From an optimization exercise on the open Yosys and OpenROAD flow, aimed at small area, a short achievable clock period and few clock cycles per item; shortcuts taken in it are not production practice. RTL that was checked went through simulation tests only; none was proved equivalent to the original. No driver is modelled on the clock port, so clock power and skew are understated where the tree is cut down; a real chip needs a root buffer or a tree. Power is estimated from default activity; no workload was simulated.

## mac_neuron
module mac_neuron(
	input clk,
	input rst,
	input in_valid,
	output in_ready,
	input [15:0] in_x,
	input [15:0] in_w,
	input in_last,
	output reg out_valid,
	output [15:0] out_data
);
assign in_ready = 1'b1;
reg [15:0] xn;
reg v0, l0;
reg [7:0] b_onen, b_twon, b_neg;
reg [23:0] ha_r, hb_r;
reg cl_r, zl_r, v1, l1;
reg zl0, sg0, sg1;
reg [15:0] m_r;
reg v2, l2;
reg [15:0] acc;
reg first;
wire bs1;
wire pp2;
wire bs3;
wire pp4;
wire bs5;
wire pp6;
wire bs7;
wire pp8;
wire bs9;
wire pp10;
wire bs11;
wire pp12;
wire bs13;
wire pp14;
wire bs15;
wire pp16;
wire bs17;
wire pp18;
wire bs19;
wire pp20;
wire bs21;
wire pp22;
wire bs23;
wire pp24;
wire bs25;
wire pp26;
wire bs27;
wire pp28;
wire bs29;
wire pp30;
wire bs31;
wire pp32;
wire bs33;
wire pp34;
wire bs35;
wire pp36;
wire bs37;
wire pp38;
wire bs39;
wire pp40;
wire bs41;
wire pp42;
wire bs43;
wire pp44;
wire bs45;
wire pp46;
wire bs47;
wire pp48;
wire bs49;
wire pp50;
wire bs51;
wire pp52;
wire bs53;
wire pp54;
wire bs55;
wire pp56;
wire bs57;
wire pp58;
wire bs59;
wire pp60;
wire bs61;
wire pp62;
wire bs63;
wire pp64;
wire bs65;
wire pp66;
wire bs67;
wire pp68;
wire bs69;
wire pp70;
wire bs71;
wire pp72;
wire bs73;
wire pp74;
wire bs75;
wire pp76;
wire bs77;
wire pp78;
wire bs79;
wire pp80;
wire bs81;
wire pp82;
wire bs83;
wire pp84;
wire bs85;
wire pp86;
wire bs87;
wire pp88;
wire bs89;
wire pp90;
wire bs91;
wire pp92;
wire bs93;
wire pp94;
wire bs95;
wire pp96;
wire bs97;
wire pp98;
wire bs99;
wire pp100;
wire bs101;
wire pp102;
wire bs103;
wire pp104;
wire bs105;
wire pp106;
wire bs107;
wire pp108;
wire bs109;
wire pp110;
wire bs111;
wire pp112;
wire bs113;
wire pp114;
wire bs115;
wire pp116;
wire bs117;
wire pp118;
wire bs119;
wire pp120;
wire bs121;
wire pp122;
wire bs123;
wire pp124;
wire bs125;
wire pp126;
wire bs127;
wire pp128;
wire bs129;
wire pp130;
wire bs131;
wire pp132;
wire bs133;
wire pp134;
wire bs135;
wire pp136;
wire bs137;
wire pp138;
wire bs139;
wire pp140;
wire bs141;
wire pp142;
wire bs143;
wire pp144;
wire bs145;
wire pp146;
wire bs147;
wire pp148;
wire bs149;
wire pp150;
wire bs151;
wire pp152;
wire bs153;
wire pp154;
wire bs155;
wire pp156;
wire bs157;
wire pp158;
wire bs159;
  ...
For scale: ~900 cells after synthesis, ~130 flip-flops, ~54 I/O pins.
export LEC_CHECK = 0
export CAP_MARGIN = 20
export CORE_MARGIN = 2
export CORE_UTILIZATION = 40
export CTS_BUF_LIST = sky130_fd_sc_hd__clkbuf_4 sky130_fd_sc_hd__clkbuf_8
export CTS_CLUSTER_SIZE = 40
export PLACE_DENSITY = 0.6
export SLEW_MARGIN = 20
export SYNTH_HIERARCHICAL = 1
create_clock -name core_clock -period 11.0 [get_ports {clk}]
standard.sh (not shown) runs the stock make flow with config.mk's settings and CLKGATE_MAP_FILE= SYNTH_SCRIPT=/design/flow/synth_recipe.tcl, a recipe that flattens the netlist after the stock synthesis.
==> flow/flow/run.sh <==
#!/bin/bash
set -euo pipefail
source flow/env.sh
bash standard.sh > std_flow.log 2>&1
==> flow/flow/env.sh <==
export SETUP_SLACK_MARGIN=8.0
export BUFFER_PORTS_ARGS="-buffer_cell sky130_fd_sc_hd__buf_1"
export PRE_CTS_TCL=$PWD/flow/manual_cts.tcl
export MCTS_NBUF=8
export MCTS_NROOT=2
Other scripts of this flow, unchanged in this note and not shown: flow/flow/manual_cts.tcl
Testbench counts at the start, summed over its fixed seeds: cycles 8,224, items 8,192.
Edit:
==> flow/flow/env.sh (replaced) <==
export SETUP_SLACK_MARGIN=7.8
export BUFFER_PORTS_ARGS="-buffer_cell sky130_fd_sc_hd__buf_1"
export PRE_CTS_TCL=$PWD/flow/manual_cts.tcl
export MCTS_NBUF=8
export MCTS_NROOT=2
Routed wire length decreases by 2.1%.
Die area stays the same.
Synthesized area is unchanged.
Final area decreases by 6.6%.
Edit:
==> flow/flow/env.sh (replaced) <==
export SETUP_SLACK_MARGIN=7.9
export BUFFER_PORTS_ARGS="-buffer_cell sky130_fd_sc_hd__buf_1"
export PRE_CTS_TCL=$PWD/flow/manual_cts.tcl
export MCTS_NBUF=8
export MCTS_NROOT=2
Critical path depth falls by 4.
Routed wire length fell by 1.1%.
Core utilization came out higher by 0.44 points.
Sequential cell count stays the same.
No run of this note takes its clock network from TritonCTS; it comes from the design's own scripts or RTL.


== alpha ==
mac_neuron, a different RTL version from the one above (not shown whole).
Size: roughly 910 cells after synthesis, roughly 130 flip-flops, about 0.0096 mm² of cells after synthesis.
Settings: LEC_CHECK=0, CAP_MARGIN=20, CORE_MARGIN=2, CORE_UTILIZATION=60.0, CTS_BUF_LIST=sky130_fd_sc_hd__clkbuf_4 sky130_fd_sc_hd__clkbuf_8, CTS_CLUSTER_SIZE=40, PLACE_DENSITY=0.8, SLEW_MARGIN=20, SYNTH_HIERARCHICAL=1; clock period 11.0 ns.
Scripts as last shown in full above: flow/flow/run.sh
Other scripts of this flow, unchanged in this note and not shown: flow/flow/env.sh, flow/flow/manual_cts.tcl
The following lists how beta was set up differently from alpha:
Settings: PLACE_DENSITY changed from 0.8 to 0.6; CORE_UTILIZATION changed from 60.0 to 40.0.
==> run summary <==
The initial core utilization in beta sits 20 points below the value recorded for alpha. On switching part of the total power, beta and alpha are basically level. On beta: total power is 0.32% higher than what alpha gave. In beta the global-route usage turned out 7.4 points lower than in alpha. ~same multi-input gate count in beta and alpha. Summary — internal power component, beta relative to alpha: higher, by about 0.35%. Route | beta vs alpha | wire longer in beta. alpha -> beta: count of nets after finishing increased slightly.
Function was not checked in any run of this note: the RTL went through the layout flow alone. In every run of this note, the design's own scripts or RTL, not TritonCTS, make the clock network.

==> separate check: timing with driven ports <==
Ports are ideal in the flow. The routed layouts listed here were re-timed in OpenROAD.
Step 1 (the two cells are an assumption about what drives the block):
set clk [get_ports {clk}]
set_driving_cell -lib_cell sky130_fd_sc_hd__clkbuf_16 $clk
set_driving_cell -lib_cell sky130_fd_sc_hd__buf_2 [delete_from_list [all_inputs] $clk]
Step 2 adds t to the input delays and takes it off the output delays; t is the mean of the earliest and latest rising clock arrival at the registers after step 1. Input paths then give back, and output paths get back, about the clock's delay inside the block.
Three values: ideal ports, drivers, drivers and shift; two values: the first two.
| run | t, ns | setup WS [ns] | worst data-port slew with drivers (ns) |
|---|---|---|---|
| the first run of note 1 | 0.362 | 7.998 / 7.937 / 7.746 | 0.05 |
| the second run of note 1 | 0.365 | 7.868 / 7.844 / 7.765 | 0.05 |
| the third run of note 1 | 0.362 | 7.944 / 7.885 / 7.715 | 0.05 |
| alpha | 0.361 | 7.941 / 7.883 / 7.767 | 0.05 |
| beta | 0.359 | 7.936 / 7.874 / 7.761 | 0.05 |
After both steps setup and hold are still met in every run listed. The setup slack of the first run of note 1, which loses most, moves by -0.061 ns with the drivers and by -0.252 ns with both steps.
